What follows belongs to an exercise in optimizing a design on an open flow for small area; a production flow would make more cautious choices.
In this exercise RTL edits were held to simulation tests only and were not proved equivalent to the original.
No driver is modelled on the clock port, so clocking that relies on it looks cheaper here than on a real chip.
No activity file was given, so power comes from the tool's default toggle rates.

## zinc
## median_filter
module median_filter(
    input        clk,
    input  [7:0] i_data,
    input        en1,
    input        en2,
    output [7:0] o_med
    );
For scale: about 410 cells after synthesis, about 19 I/O pins.
==> flow/config.mk <==
export PLATFORM = sky130hd
export DESIGN_NAME = median_filter
export DESIGN_NICKNAME = median_filter
export VERILOG_FILES = /design/flow/design.v
export SDC_FILE = /design/flow/constraint.sdc
export NUM_CORES = 4
export LEC_CHECK = 0
export ABC_AREA = 1
export CAP_MARGIN = 5
export CORE_MARGIN = 2
export CORE_UTILIZATION = 70
export GPL_TIMING_DRIVEN = 0
export SLEW_MARGIN = 5
==> flow/constraint.sdc <==
create_clock -name core_clock -period 10.0 [get_ports {clk}]
set_input_delay 2.0000 -clock core_clock [delete_from_list [all_inputs] [get_ports {clk}]]
set_output_delay 2.0000 -clock core_clock [all_outputs]
set_load 0.01 [all_outputs]
standard.sh (not shown) runs the stock make flow with config.mk's settings and CLKGATE_MAP_FILE= SYNTH_SCRIPT=/design/flow/synth_recipe.tcl, a recipe that flattens the netlist after the stock synthesis.
==> flow/flow/run.sh <==
#!/bin/bash
# The standard layout, with these changes:
#  - synthesis maps the logic with several area-oriented ABC scripts (abc/), keeping the smallest result,
#    and leaves out the full/half adder extraction; every step that makes
#    or names registers is the standard one, so the registers are the same;
#  - the port buffers are the smallest buffer, sky130_fd_sc_hd__buf_1,
#    except en2's, which post_gpl.tcl makes a buf_4 (en2 has a large fanout);
#  - clock tree synthesis uses small clock buffers (clkbuf_4) and no dummy
#    loads; after it, post_cts.tcl upsizes each clock buffer whose flip-flop
#    clock pins would see a slow edge.
# Each step's full output is in orfs/logs/; make's output is in flow.log.
set -euo pipefail
W=$PWD
CTS="-sink_clustering_enable -repair_clock_nets -dont_use_dummy_load -root_buf sky130_fd_sc_hd__clkbuf_4 -buf_list sky130_fd_sc_hd__clkbuf_4"
sed -e "s#SYNTH_SCRIPT=[^ ]*#SYNTH_SCRIPT=$W/flow/synth.tcl ABC_SCRIPT_DIR=$W/flow/abc BUFFER_PORTS_ARGS=\"-buffer_cell sky130_fd_sc_hd__buf_1\"#" \
    standard.sh > my_standard.sh
export CTS_ARGS="$CTS"
export POST_GLOBAL_PLACE_TCL=$W/flow/post_gpl.tcl
export POST_CTS_TCL=$W/flow/post_cts.tcl
export CLOCK_SLEW_UPSIZE_NS=0.105
bash my_standard.sh > flow.log 2>&1
==> flow/flow/post_cts.tcl <==
# After clock tree synthesis: a clock buffer whose flip-flop clock pins see
# a slow edge is replaced by the next larger clock buffer, then the
# placement is legalised again.
estimate_parasitics -placement
set upsized 0
foreach inst [get_cells *] {
  set master [get_property $inst ref_name]
  if { $master ne "sky130_fd_sc_hd__clkbuf_4" } { continue }
  set out [get_pins -of_objects $inst -filter "direction == output"]
  set net [get_nets -of_objects $out]
  set worst 0
  foreach p [get_pins -of_objects $net -filter "direction == input"] {
    set sink [get_property [get_cells -of_objects $p] ref_name]
    if { [string match "*clkbuf*" $sink] } { continue }
    set s [get_property $p slew_max]
    if { $s > $worst } { set worst $s }
  }
  if { $worst > $::env(CLOCK_SLEW_UPSIZE_NS) } {
    puts "post_cts: [get_property $inst full_name] worst sink slew $worst ns, upsized to clkbuf_8"
    replace_cell $inst sky130_fd_sc_hd__clkbuf_8
    incr upsized
  }
}
if { $upsized > 0 } {
  detailed_placement
  check_placement -verbose
  estimate_parasitics -placement
}
puts "post_cts: $upsized clock buffers upsized"
==> flow/flow/post_gpl.tcl <==
# After global placement: en2 drives the load enable of nearly every
# register, so its port buffer is a sky130_fd_sc_hd__buf_4 instead of the
# smallest buffer.
foreach port {en2} {
  set net [get_nets -of_objects [get_ports $port]]
  foreach pin [get_pins -of_objects $net -filter "direction == input"] {
    set inst [get_cells -of_objects $pin]
    if { [get_property $inst ref_name] eq "sky130_fd_sc_hd__buf_1" } {
      puts "post_gpl: [get_property $inst full_name] on port $port made sky130_fd_sc_hd__buf_4"
      replace_cell $inst sky130_fd_sc_hd__buf_4
    }
  }
}
Other scripts of this flow, unchanged in this note and not shown: flow/flow/abc/s01.abc, flow/flow/abc/s02.abc, flow/flow/abc/s03.abc, flow/flow/abc/s04.abc, flow/flow/abc/s05.abc, flow/flow/abc/s06.abc, flow/flow/abc/s07.abc, flow/flow/abc/s08.abc, flow/flow/abc/s09.abc, flow/flow/abc/s10.abc, flow/flow/synth.tcl
zinc: it failed with a tool error in 3_3_place_gp, so there are no final results.
Changes in raven relative to zinc:
-- flow/flow/run.sh --
<<< zinc, line 6
#  - the port buffers are the smallest buffer, sky130_fd_sc_hd__buf_1,
#    except en2's, which post_gpl.tcl makes a buf_4 (en2 has a large fanout);
>>> raven, line 6
#  - the port buffers are the smallest buffer, sky130_fd_sc_hd__buf_1;
<<< zinc, line 18
export POST_GLOBAL_PLACE_TCL=$W/flow/post_gpl.tcl
>>> raven, line 17
removed: flow/flow/post_gpl.tcl
Findings:
raven went all the way through synthesis, placement and routing and the layout is clean on timing, DRC and antenna. Diff zinc..raven | simple-gate share of the synthesized area | unchanged. As far as cell count after synthesis goes, zinc and raven are indistinguishable; the numbers are identical. Post-synthesis async set-or-reset flop share came out exactly the same in raven and zinc. raven and zinc ended up with nearly the same row count. Synthesized area came out exactly the same in raven and zinc. On horizontal die dimension, raven tracks zinc almost exactly. Top-level port count: zinc vs raven identical.
Inputs modified between raven and juniper:
- changing SLEW_MARGIN from 5 to 20
- removing GPL_TIMING_DRIVEN (formerly 0)
- changing CAP_MARGIN from 5 to 20
-- flow/flow/post_cts.tcl --
<<< raven, line 13
    set sink [get_property [get_cells -of_objects $p] ref_name]
    if { [string match "*clkbuf*" $sink] } { continue }
>>> juniper, line 13
Results
juniper reached the final stage; the timing, design-rule and antenna checks on its layout passed.
Re worst endpoint required time: raven was higher than juniper.
The highest attainable clock frequency reported for juniper is greater than that of raven by 1.2%.
Global-route wire length before repair: juniper vs raven up 5.8%
When the final numbers for raven and juniper were put side by side, the routed wire length turned out to be smaller in raven.
Side by side, remaining max-slew budget at the tightest pin turned out higher in juniper than in raven.
[compare] base=raven new=juniper: sequential share of cell area has remained practically unchanged; first-pass iteration count of the detailed router now smaller.
The final cycle utilization of the critical path reported for juniper is smaller than that of raven by 1.1 points.
Total count of hold-check failures in the final report: raven vs juniper identical
Re count of non-CTS buffers in the layout: raven was lower than juniper.
Between juniper and raven, the area growth from synthesis to layout does not differ in any meaningful way.
### juniper -> fjord
- swapping 70 for 80 in CORE_UTILIZATION
- putting GPL_TIMING_DRIVEN at 0 where nothing was set
-- flow/flow/post_cts.tcl --
<<< juniper, line 13
>>> fjord, line 13
    set sink [get_property [get_cells -of_objects $p] ref_name]
    if { [string match "*clkbuf*" $sink] } { continue }
==> summary.txt <==
- Relative to juniper, total sequential power increased by about 0.9% in fjord.
- When fjord is set beside juniper, its actual transition at the worst max-transition pin turns out to be 0.033 ns smaller.
- Register share of total power: fjord < juniper
- Min share of the core filled with cells across juniper and fjord: juniper
- Sink count of the clock tree came out exactly the same in juniper and fjord.
- Delta (fjord minus juniper): via count grew by 197; standard-cell row count shrank by about 7%; worst setup slack shrank by 0.23 ns.
- Design area, juniper and fjord, higher one = fjord.
Here is what was changed in the inputs of willow compared with fjord.
- changing CORE_UTILIZATION from 80 to 70
-- flow/flow/post_cts.tcl --
<<< fjord, line 13
    set sink [get_property [get_cells -of_objects $p] ref_name]
    if { [string match "*clkbuf*" $sink] } { continue }
>>> willow, line 13
[summary]
- willow against fjord: wire length decreased by about 12% relative to the old numbers, final-layout fill cell count saw an increase.
- On area growth from synthesis to final layout, willow tracks fjord almost exactly.
- On willow: utilization is 11 points lower than what fjord gave.
- Maximum achievable frequency, willow vs fjord: up by a few percent
The inputs of cedar differ from those of willow as listed below.
- SLEW_MARGIN now 5, was 20
- CAP_MARGIN now 5, was 20
-- flow/flow/run.sh --
<<< willow, line 6
#  - the port buffers are the smallest buffer, sky130_fd_sc_hd__buf_1;
>>> cedar, line 6
#  - the port buffers are the smallest buffer, sky130_fd_sc_hd__buf_1,
#    except en2's, which post_gpl.tcl makes a buf_4 (en2 has a large fanout);
<<< willow, line 17
>>> cedar, line 18
export POST_GLOBAL_PLACE_TCL=$W/flow/post_gpl.tcl
-- flow/flow/post_cts.tcl --
<<< willow, line 13
>>> cedar, line 13
    set sink [get_property [get_cells -of_objects $p] ref_name]
    if { [string match "*clkbuf*" $sink] } { continue }
==> flow/flow/post_gpl.tcl (new file) <==
# After global placement: en2 drives the load enable of nearly every
# register, so its port buffer is a sky130_fd_sc_hd__buf_4 instead of the
# smallest buffer.
foreach port {en2} {
  set net [get_nets $port]
  foreach pin [get_pins -of_objects $net -filter "direction == input"] {
    set inst [get_cells -of_objects $pin]
    if { [get_property $inst ref_name] eq "sky130_fd_sc_hd__buf_1" } {
      puts "post_gpl: [get_property $inst full_name] on port $port made sky130_fd_sc_hd__buf_4"
      replace_cell $inst sky130_fd_sc_hd__buf_4
    }
  }
}
## What came out
- Looking at final instance area across willow and cedar, the one that comes out lower is cedar.
- cedar — routed length on met2 about 4% lower, willow as reference
- For the slew at the pin closest to its max-slew limit, cedar came in 0.057 ns lower than willow did.
- Reported for willow and cedar, die outline width turned out identical to the last digit.
- From willow to cedar the numbers moved as follows: tightest slew margin relative to the limit grew by 3.8 points; routed wire length went down by 1.6%; power share of the sequential group went up 0.3 points; critical path buffer and inverter count dropped 1.
- Summary — power share of the combinational group, cedar relative to willow: lower, by 0.3 points.
- cedar vs willow on wire length of the first global-routing pass: cedar is the lower one.
- Maximum number of pins on one net before global-route repair delta for cedar relative to willow: about 90% higher

static timing again, ports no longer ideal:
In the flow no input, the clock included, has a driving cell. The finished layouts below were timed again as built, in two steps.
Step 1: set_driving_cell puts a clkbuf_16 on clk and a buf_2 on each other input, an assumption about the parent block.
Step 2, shift: input delay + t, output delay - t, t = (earliest + latest rising clock arrival at the registers) / 2. This alone moves slack from input paths to output paths.
a / b / c = no drivers / after step 1 / after step 2; a / b = the first two.
run | t, ns | setup WS [ns] | hold WS [ns]
raven | 0.452 | 0.574 / 0.584 / 0.132 | 0.423 / 0.423 / 0.423
juniper | 0.386 | 0.683 / 0.691 / 0.305 | 0.412 / 0.412 / 0.412
fjord | 0.463 | 0.451 / 0.457 / -0.006 | 0.428 / 0.428 / 0.428
willow | 0.375 | 0.886 / 0.895 / 0.520 | 0.425 / 0.425 / 0.425
cedar | 0.452 | 0.634 / 0.640 / 0.188 | 0.424 / 0.424 / 0.424
With both steps, setup timing fails in fjord, where it was met with ideal ports. The setup slack of fjord, which loses most, moves by +0.006 ns with the drivers and by -0.457 ns with both steps.
